This is an optimization exercise on Yosys and OpenROAD, whose aim is small area, not a production implementation. In this exercise RTL edits were held to simulation tests only and were not proved equivalent to the original. The clock port is modelled as an ideal driver; clocking choices that lean on that would not hold on a real chip. Power and IR drop assume default switching activity.

==> module drawing_vduc, before the edit <==
module drawing_vduc (
            input  wire        clk,
            input  wire        reset,
            output wire        frame_over,
            output wire        vdu_req,      
            output wire        vdu_take,     
            output wire [16:0] vdu_address,
            output wire        phase,        
            input  wire [31:0] vdu_data,
            output wire        v_sync_out,
            output wire        h_sync_out,
            output reg   [7:0] pixel_out,
            output reg         v_blank,
            output reg         h_blank
            );
reg  [9:0] p;
reg [11:0] b;                     
reg [31:0] pixels;
wire [7:0] hw     = p[9:2];
wire       first  = p[9] & p[8] & p[7];              
wire       p_wrap = p[9] & p[8] & (&p[4:0]);         
wire       b_wrap = b[11] & b[9] & b[6];             
wire       h_act  = !p[9] | (!p[8] & !p[7]);         
wire       v_act  = !b[11] | (!b[9] & !b[8]) | (b[8] & !b[7] & !b[5]) | (!b[9] & !b[7] & !b[6]);
wire       p656   = p[9] & p[7] & (p[6:0] == 7'b001_0000);    
wire       b_inc  = p656 | (!p[9] & (&p[6:0]));      
wire       show   = h_act & !v_blank;                
assign phase       = p[0];
assign vdu_req     = (first | show) & !p[1] & p[0];
assign vdu_take    = show & (p[1] ^ p[0]);
assign vdu_address = {b, hw[4:0]};
assign h_sync_out  = p[9] & p[7] & (p[6] | p[5] | p[4]) & !(p[6] & p[5] & p[4]);   
assign v_sync_out  = b[11] & b[8] & b[7] & !b[6] & !b[5] & b[4]
                   & ((b[3] ^ b[2]) | (!b[2] & b[1]));
assign frame_over  = p[9] & p[7] & (p[6:0] == 7'b001_0001)    
                   & !v_blank & !v_act;                        
wire [9:0]  p_next = p + 10'd1;
wire [11:0] b_next = b + 12'd1;
always @ (posedge clk)
  if (reset)       p <= 10'd1020;
  else if (p_wrap) p <= p_next & ~10'b11_0010_0000;
  else             p <= p_next;
always @ (posedge clk)
  if (reset)        b <= 12'd2430;
  else if (b_inc)
    if (b_wrap)     b <= b_next & ~12'b1010_0100_0001;
    else            b <= b_next;
always @ (posedge clk)
  begin
  pixels[31:24] <= vdu_data[31:24];
  if (p[1])           pixels[23:8] <= vdu_data[23:8];
  else                pixels[23:8] <= pixels[31:16];
  if (p[1:0] == 2'd3) pixels[7:0]  <= vdu_data[7:0];
  else                pixels[7:0]  <= pixels[15:8];
  end
wire prev_word = (p >= 10'd4) & (p <= 10'd643);    
wire prev_show = prev_word & !v_blank;
always @ (posedge clk)
  h_blank <= reset | !prev_word;
always @ (posedge clk)
  if (reset) pixel_out <= 8'h00;
  else       pixel_out <= prev_show ? pixels[7:0] : 8'h00;
always @ (posedge clk)
  if (reset)              v_blank <= 1'b1;
  else if (!(p[9] & p[7] & (p[6:2] == 5'b0_0100)))    
                          v_blank <= !v_act;
endmodule
==> flow/config.mk <==
export PLATFORM = sky130hd
export DESIGN_NAME = framestore
export DESIGN_NICKNAME = framestore
export VERILOG_FILES = /design/flow/design.v
export SDC_FILE = /design/flow/constraint.sdc
export NUM_CORES = 4
export LEC_CHECK = 0
export CAP_MARGIN = 0
export CORE_MARGIN = 2
export CORE_UTILIZATION = 50
export PLACE_DENSITY = 0.92
export SLEW_MARGIN = 0
==> flow/constraint.sdc <==
create_clock -name core_clock -period 5.0 [get_ports {clk}]
set_input_delay 1.0000 -clock core_clock [delete_from_list [all_inputs] [get_ports {clk}]]
set_output_delay 1.0000 -clock core_clock [all_outputs]
set_load 0.01 [all_outputs]
standard.sh (not shown) runs the stock make flow with config.mk's settings and CLKGATE_MAP_FILE= SYNTH_SCRIPT=/design/flow/synth_recipe.tcl, a recipe that flattens the netlist after the stock synthesis.
==> flow/flow/run.sh <==
#!/bin/bash
set -euo pipefail
top=${FLOW_TOP:-framestore}
lib=$FLOW_HOME/platforms/sky130hd/lib/sky130_fd_sc_hd__tt_025C_1v80.lib
yosys=$FLOW_HOME/../tools/install/yosys/bin/yosys
res=orfs/results/sky130hd/framestore/base

export BUFFER_PORTS_ARGS="-buffer_cell sky130_fd_sc_hd__buf_1"
# After CTS, any clock buffer whose flip-flops still see a slow edge (by the
# placement estimate) is upsized, for margin on the clock-pin slew limit.
export POST_CTS_TCL=$PWD/flow/post_cts.tcl CTS_ROOT_BUF=sky130_fd_sc_hd__clkbuf_8 CTS_ROOT_SLEW=100 CTS_LEAF_SLEW=0.110
export CTS_ARGS="-sink_clustering_enable -repair_clock_nets -dont_use_dummy_load -buf_list sky130_fd_sc_hd__clkbuf_4 -root_buf sky130_fd_sc_hd__clkbuf_4"

bash standard.sh synth > synth.log 2>&1

cp $res/1_2_yosys.v $res/1_2_yosys.standard.v
# Three passes of four re-mapping runs with different ABC seeds in parallel;
# each pass starts from the smallest netlist so far and keeps the smallest.
remap_pass() {  # pass input
  local pass=$1 in=$2 seed
  for seed in 0 1 2 3; do
    amap_args=""; (( seed % 2 )) && amap_args="-F 4 -A 8"
    sed -e "s#@SEED@#$((seed + 4 * pass))#; s#@AMAP@#$amap_args#" flow/remap.abc.in > remap_${pass}_$seed.abc
    sed -e "s#@LIB@#$lib#g; s#@IN@#$in#; s#@TOP@#$top#; s#@OUT@#$PWD/remapped_${pass}_$seed.v#g; s#@ABC@#$PWD/remap_${pass}_$seed.abc#" \
      flow/remap.ys > remap_run_${pass}_$seed.ys
    $yosys -l remap_${pass}_$seed.log -s remap_run_${pass}_$seed.ys > /dev/null &
  done
  wait
  for seed in 0 1 2 3; do
    if [[ -f remapped_${pass}_$seed.v.after.txt ]]; then
      echo "$(awk '/Chip area/ {print $NF}' remapped_${pass}_$seed.v.after.txt) remapped_${pass}_$seed.v"
    fi
  done | sort -g > remap_pass_$pass.log
  cp $(head -1 remap_pass_$pass.log | awk '{print $2}') remapped_pass_$pass.v
}
remap_pass 0 $res/1_2_yosys.standard.v
remap_pass 1 $PWD/remapped_pass_0.v
cp $(cat remap_pass_0.log remap_pass_1.log | sort -g | head -1 | awk '{print $2}') remapped_best_1.v
remap_pass 2 $PWD/remapped_best_1.v
cp $(cat remap_pass_0.log remap_pass_1.log remap_pass_2.log | sort -g | head -1 | awk '{print $2}') remapped.v
$yosys -l remap_check.log -p "read_liberty -lib $lib; read_verilog remapped.v; hierarchy -top $top; check -assert -mapped" > /dev/null
cp remapped.v $res/1_2_yosys.v
rm -f $res/1_synth.odb $res/1_synth.sdc

bash standard.sh finish > standard.log 2>&1
Other scripts of this flow, unchanged in this note and not shown: flow/flow/post_cts.tcl, flow/flow/remap.abc.in, flow/flow/remap.ys
Change:
--- a/flow/design.v
+++ b/flow/design.v
@@ -109,10 +109,8 @@
 always @ (posedge clk)
   begin
   pixels[31:24] <= vdu_data[31:24];
-  if (p[1])           pixels[23:8] <= vdu_data[23:8];
-  else                pixels[23:8] <= pixels[31:16];
-  if (p[1:0] == 2'd3) pixels[7:0]  <= vdu_data[7:0];
-  else                pixels[7:0]  <= pixels[15:8];
+  if (p[1:0] == 2'd3) pixels[23:0] <= vdu_data[23:0];
+  else                pixels[23:0] <= pixels[31:8];
   end
 wire prev_word = (p >= 10'd4) & (p <= 10'd643);    
 wire prev_show = prev_word & !v_blank;
Outcome: Wire length drops by 3.8%. First-iteration DRC count drops by 3.2%. Via count hardly moves. Critical path depth is unchanged. Power drops by 1.5%. Area after synthesis hardly moves. Flip-flop and latch count does not change.
